From an optimization exercise on the open Yosys and OpenROAD flow, aimed at small area; shortcuts taken in it are not production practice.
RTL that was checked went through simulation tests only; none was proved equivalent to the original.

==> module alu, before the edit <==
module alu #(
	parameter DATA_WIDTH = 32,
	parameter INST_WIDTH = 4
)(
	input                   i_clk,
	input                   i_rst_n,
	input  [DATA_WIDTH-1:0] i_data_a,
	input  [DATA_WIDTH-1:0] i_data_b,
	input  [INST_WIDTH-1:0] i_inst,
	input                   i_valid,
	output [DATA_WIDTH-1:0] o_data,
	output                  o_overflow,
	output                  o_valid
);
	wire [31:0] a = i_data_a;
	wire [31:0] b = i_data_b;
	wire [3:0]  op = i_inst;
	wire        sub = (op == 4'd1) | (op == 4'd3) | (op == 4'd4) | (op == 4'd6) | (op == 4'd8) | (op == 4'd9);
	wire [31:0] bxx = b ^ {32{sub}};
	wire rs0 = a[0] ^ bxx[0] ^ sub;
	wire rc0 = (a[0] & bxx[0]) | (a[0] & sub) | (bxx[0] & sub);
	wire rs1 = a[1] ^ bxx[1] ^ rc0;
	wire rc1 = (a[1] & bxx[1]) | (a[1] & rc0) | (bxx[1] & rc0);
	wire rs2 = a[2] ^ bxx[2] ^ rc1;
	wire rc2 = (a[2] & bxx[2]) | (a[2] & rc1) | (bxx[2] & rc1);
	wire rs3 = a[3] ^ bxx[3] ^ rc2;
	wire rc3 = (a[3] & bxx[3]) | (a[3] & rc2) | (bxx[3] & rc2);
	wire rs4 = a[4] ^ bxx[4] ^ rc3;
	wire rc4 = (a[4] & bxx[4]) | (a[4] & rc3) | (bxx[4] & rc3);
	wire rs5 = a[5] ^ bxx[5] ^ rc4;
	wire rc5 = (a[5] & bxx[5]) | (a[5] & rc4) | (bxx[5] & rc4);
	wire rs6 = a[6] ^ bxx[6] ^ rc5;
	wire rc6 = (a[6] & bxx[6]) | (a[6] & rc5) | (bxx[6] & rc5);
	wire rs7 = a[7] ^ bxx[7] ^ rc6;
	wire rc7 = (a[7] & bxx[7]) | (a[7] & rc6) | (bxx[7] & rc6);
	wire [24:0] rhi = {1'b0, a[31:8]} + {1'b0, bxx[31:8]} + rc7;
	wire [32:0] s = {rhi, rs7, rs6, rs5, rs4, rs3, rs2, rs1, rs0};
	wire [31:0] sum = s[31:0];
	wire        cout = s[32];
	wire        bx   = b[31] ^ sub;
	wire        sovf = (a[31] == bx) & (sum[31] != a[31]);
	wire        lt_u = ~cout;               
	wire        lt_s = sum[31] ^ sovf;      
	wire [32:0] p;
	mul33 u_mul (.a(a), .b(b), .p(p));
	wire [31:0] bsuf;   
	assign bsuf[31] = b[31];
	genvar k;
	generate
		for (k = 30; k >= 0; k = k - 1) begin : g_suf
			assign bsuf[k] = bsuf[k+1] | b[k];
		end
	endgenerate
	wire [30:0] big_t;
	generate
		for (k = 1; k < 32; k = k + 1) begin : g_big
			assign big_t[k-1] = a[k] & bsuf[32-k];
		end
	endgenerate
	wire umul_ov = p[32] | (|big_t);
	wire smul_ov = p[31] ^ a[31] ^ b[31];
	wire [31:0] rev;
	generate
		for (k = 0; k < 32; k = k + 1) begin : g_rev
			assign rev[k] = a[31-k];
		end
	endgenerate
	reg [31:0] d_w;
	reg        ov_w;
	always @(*) begin
		case (op)
			4'd0:  begin d_w = sum;          ov_w = sovf;    end
			4'd1:  begin d_w = sum;          ov_w = sovf;    end
			4'd2:  begin d_w = p[31:0];      ov_w = smul_ov; end
			4'd3:  begin d_w = lt_s ? b : a; ov_w = 1'b0;    end
			4'd4:  begin d_w = lt_s ? a : b; ov_w = 1'b0;    end
			4'd5:  begin d_w = sum;          ov_w = cout;    end
			4'd6:  begin d_w = sum;          ov_w = lt_u;    end
			4'd7:  begin d_w = p[31:0];      ov_w = umul_ov; end
			4'd8:  begin d_w = lt_u ? b : a; ov_w = 1'b0;    end
			4'd9:  begin d_w = lt_u ? a : b; ov_w = 1'b0;    end
			4'd10: begin d_w = a & b;        ov_w = 1'b0;    end
			4'd11: begin d_w = a | b;        ov_w = 1'b0;    end
			4'd12: begin d_w = a ^ b;        ov_w = 1'b0;    end
			4'd13: begin d_w = ~a;           ov_w = 1'b0;    end
			4'd14: begin d_w = rev;          ov_w = 1'b0;    end
			default: begin d_w = 32'd0;      ov_w = 1'b0;    end
		endcase
	end
	reg [31:0] o_data_r;
	reg        o_overflow_r;
	reg        o_valid_r;
	assign o_data = o_data_r;
	assign o_overflow = o_overflow_r;
	assign o_valid = o_valid_r;
	always @(posedge i_clk or negedge i_rst_n) begin
		if (~i_rst_n) begin
			o_data_r <= 32'd0;
			o_overflow_r <= 1'b0;
			o_valid_r <= 1'b0;
		end
		else begin
			o_data_r <= i_valid ? d_w : 32'd0;
			o_overflow_r <= i_valid & ov_w;
			o_valid_r <= i_valid;
		end
	end
endmodule
export LEC_CHECK = 0
export CAP_MARGIN = 20
export CORE_MARGIN = 2
export CORE_UTILIZATION = 40
export SLEW_MARGIN = 20
export SYNTH_HIERARCHICAL = 1
export SYNTH_MINIMUM_KEEP_SIZE = 0
create_clock -name core_clock -period 12.0 [get_ports {i_clk}]
standard.sh (not shown) runs the stock make flow with config.mk's settings and CLKGATE_MAP_FILE= SYNTH_SCRIPT=/design/flow/synth_recipe.tcl, a recipe that flattens the netlist after the stock synthesis.
==> flow/flow/run.sh <==
#!/bin/bash
# Standard synthesis, then a polarity clean-up of the synthesized netlist
# (flow/fixpol.py: removes the inverters Yosys's full-adder extraction leaves
# between full adders, choosing De Morgan duals of gates where that needs
# fewer inverters, and setting every gate to its smallest drive, which the
# resizer sizes up where timing needs it), then the standard layout from floorplan on, with the
# port buffers made of the smallest buffer.
set -euo pipefail
R=orfs/results/sky130hd/alu/base
bash standard.sh synth > synth.log 2>&1
cp $R/1_2_yosys.v 1_2_yosys.standard.v
python3 flow/fixpol.py 1_2_yosys.standard.v $R/1_2_yosys.v --downsize > fixpol.log 2>&1
rm -f $R/1_synth.odb $R/1_synth.sdc
export BUFFER_PORTS_ARGS="-buffer_cell sky130_fd_sc_hd__buf_1"
bash standard.sh finish > layout.log 2>&1
Other scripts of this flow, unchanged in this note and not shown: flow/flow/fixpol.py
Then changed:
--- a/flow/design.v
+++ b/flow/design.v
@@ -62,34 +62,37 @@
 	wire [31:0] rev;
 	generate
 		for (k = 0; k < 32; k = k + 1) begin : g_rev
 			assign rev[k] = a[31-k];
 		end
 	endgenerate
-	reg [31:0] d_w;
-	reg        ov_w;
-	always @(*) begin
-		case (op)
-			4'd0:  begin d_w = sum;          ov_w = sovf;    end
-			4'd1:  begin d_w = sum;          ov_w = sovf;    end
-			4'd2:  begin d_w = p[31:0];      ov_w = smul_ov; end
-			4'd3:  begin d_w = lt_s ? b : a; ov_w = 1'b0;    end
-			4'd4:  begin d_w = lt_s ? a : b; ov_w = 1'b0;    end
-			4'd5:  begin d_w = sum;          ov_w = cout;    end
-			4'd6:  begin d_w = sum;          ov_w = lt_u;    end
-			4'd7:  begin d_w = p[31:0];      ov_w = umul_ov; end
-			4'd8:  begin d_w = lt_u ? b : a; ov_w = 1'b0;    end
-			4'd9:  begin d_w = lt_u ? a : b; ov_w = 1'b0;    end
-			4'd10: begin d_w = a & b;        ov_w = 1'b0;    end
-			4'd11: begin d_w = a | b;        ov_w = 1'b0;    end
-			4'd12: begin d_w = a ^ b;        ov_w = 1'b0;    end
-			4'd13: begin d_w = ~a;           ov_w = 1'b0;    end
-			4'd14: begin d_w = rev;          ov_w = 1'b0;    end
-			default: begin d_w = 32'd0;      ov_w = 1'b0;    end
-		endcase
-	end
+	wire is_max_min = (op == 4'd3) | (op == 4'd4) | (op == 4'd8) | (op == 4'd9);
+	wire pick_b = ((op == 4'd3) & lt_s) | ((op == 4'd4) & ~lt_s) |
+	              ((op == 4'd8) & lt_u) | ((op == 4'd9) & ~lt_u);
+	wire pick_a = is_max_min & ~pick_b;
+	wire op_and = (op == 4'd10);
+	wire op_or  = (op == 4'd11);
+	wire op_xor = (op == 4'd12);
+	wire op_not = (op == 4'd13);
+	wire [3:0] lut;    
+	assign lut[0] = i_valid & op_not;
+	assign lut[1] = i_valid & (pick_b | op_or | op_xor | op_not);
+	assign lut[2] = i_valid & (pick_a | op_or | op_xor);
+	assign lut[3] = i_valid & (pick_a | pick_b | op_and | op_or);
+	wire sel_sum = i_valid & ((op == 4'd0) | (op == 4'd1) | (op == 4'd5) | (op == 4'd6));
+	wire sel_mul = i_valid & ((op == 4'd2) | (op == 4'd7));
+	wire sel_rev = i_valid & (op == 4'd14);
+	wire [31:0] d_w;
+	generate
+		for (k = 0; k < 32; k = k + 1) begin : g_out
+			assign d_w[k] = lut[{a[k], b[k]}] | (sel_sum & sum[k]) | (sel_mul & p[k]) | (sel_rev & a[31-k]);
+		end
+	endgenerate
+	wire ov_w = i_valid & (((op == 4'd0) | (op == 4'd1)) & sovf |
+	                      (op == 4'd5) & cout | (op == 4'd6) & lt_u |
+	                      (op == 4'd2) & smul_ov | (op == 4'd7) & umul_ov);
 	reg [31:0] o_data_r;
 	reg        o_overflow_r;
 	reg        o_valid_r;
 	assign o_data = o_data_r;
 	assign o_overflow = o_overflow_r;
 	assign o_valid = o_valid_r;
@@ -97,14 +100,14 @@
 		if (~i_rst_n) begin
 			o_data_r <= 32'd0;
 			o_overflow_r <= 1'b0;
 			o_valid_r <= 1'b0;
 		end
 		else begin
-			o_data_r <= i_valid ? d_w : 32'd0;
-			o_overflow_r <= i_valid & ov_w;
+			o_data_r <= d_w;
+			o_overflow_r <= ov_w;
 			o_valid_r <= i_valid;
 		end
 	end
 endmodule
 module mul33 (input [31:0] a, input [31:0] b, output [32:0] p);
 	wire bo0 = b[0] ^ 1'b0;
After rerunning:
- die area went down by about 6%
- count of clock-buffer cells in the layout fell by 1
- worst setup slack improves by 0.25 ns
- final cell count fell by 5.2%
- via count drops by about 9%
- cell area goes down by 6.5%
No functional check of the RTL was part of the first run of this note.

-- separate check: timing with driven ports --
Ports are ideal in the flow. The routed layouts listed here were re-timed in OpenROAD.
Step 1 assumes that a clkbuf_16 drives the clock port and a buf_2 every other input.
Step 2 also shifts input and output timing later by t, the mid clock arrival at the registers, as if the neighbouring blocks saw the same clock.
Three values: no drivers, after step 1, after step 2; two values: the first two.
run | t, ns | setup slack, ns | latest minus earliest clock arrival (ns) | worst data-port slew with drivers (ns)
the first run | 0.321 | 0.393 / 0.398 / 0.077 | 0.005 / 0.005 | 0.09
the second run | 0.334 | 0.642 / 0.655 / 0.321 | 0.009 / 0.009 | 0.08
After both steps every run listed still meets setup and hold. The setup slack of the second run, which loses most, moves by +0.013 ns with the drivers and by -0.321 ns with both steps.
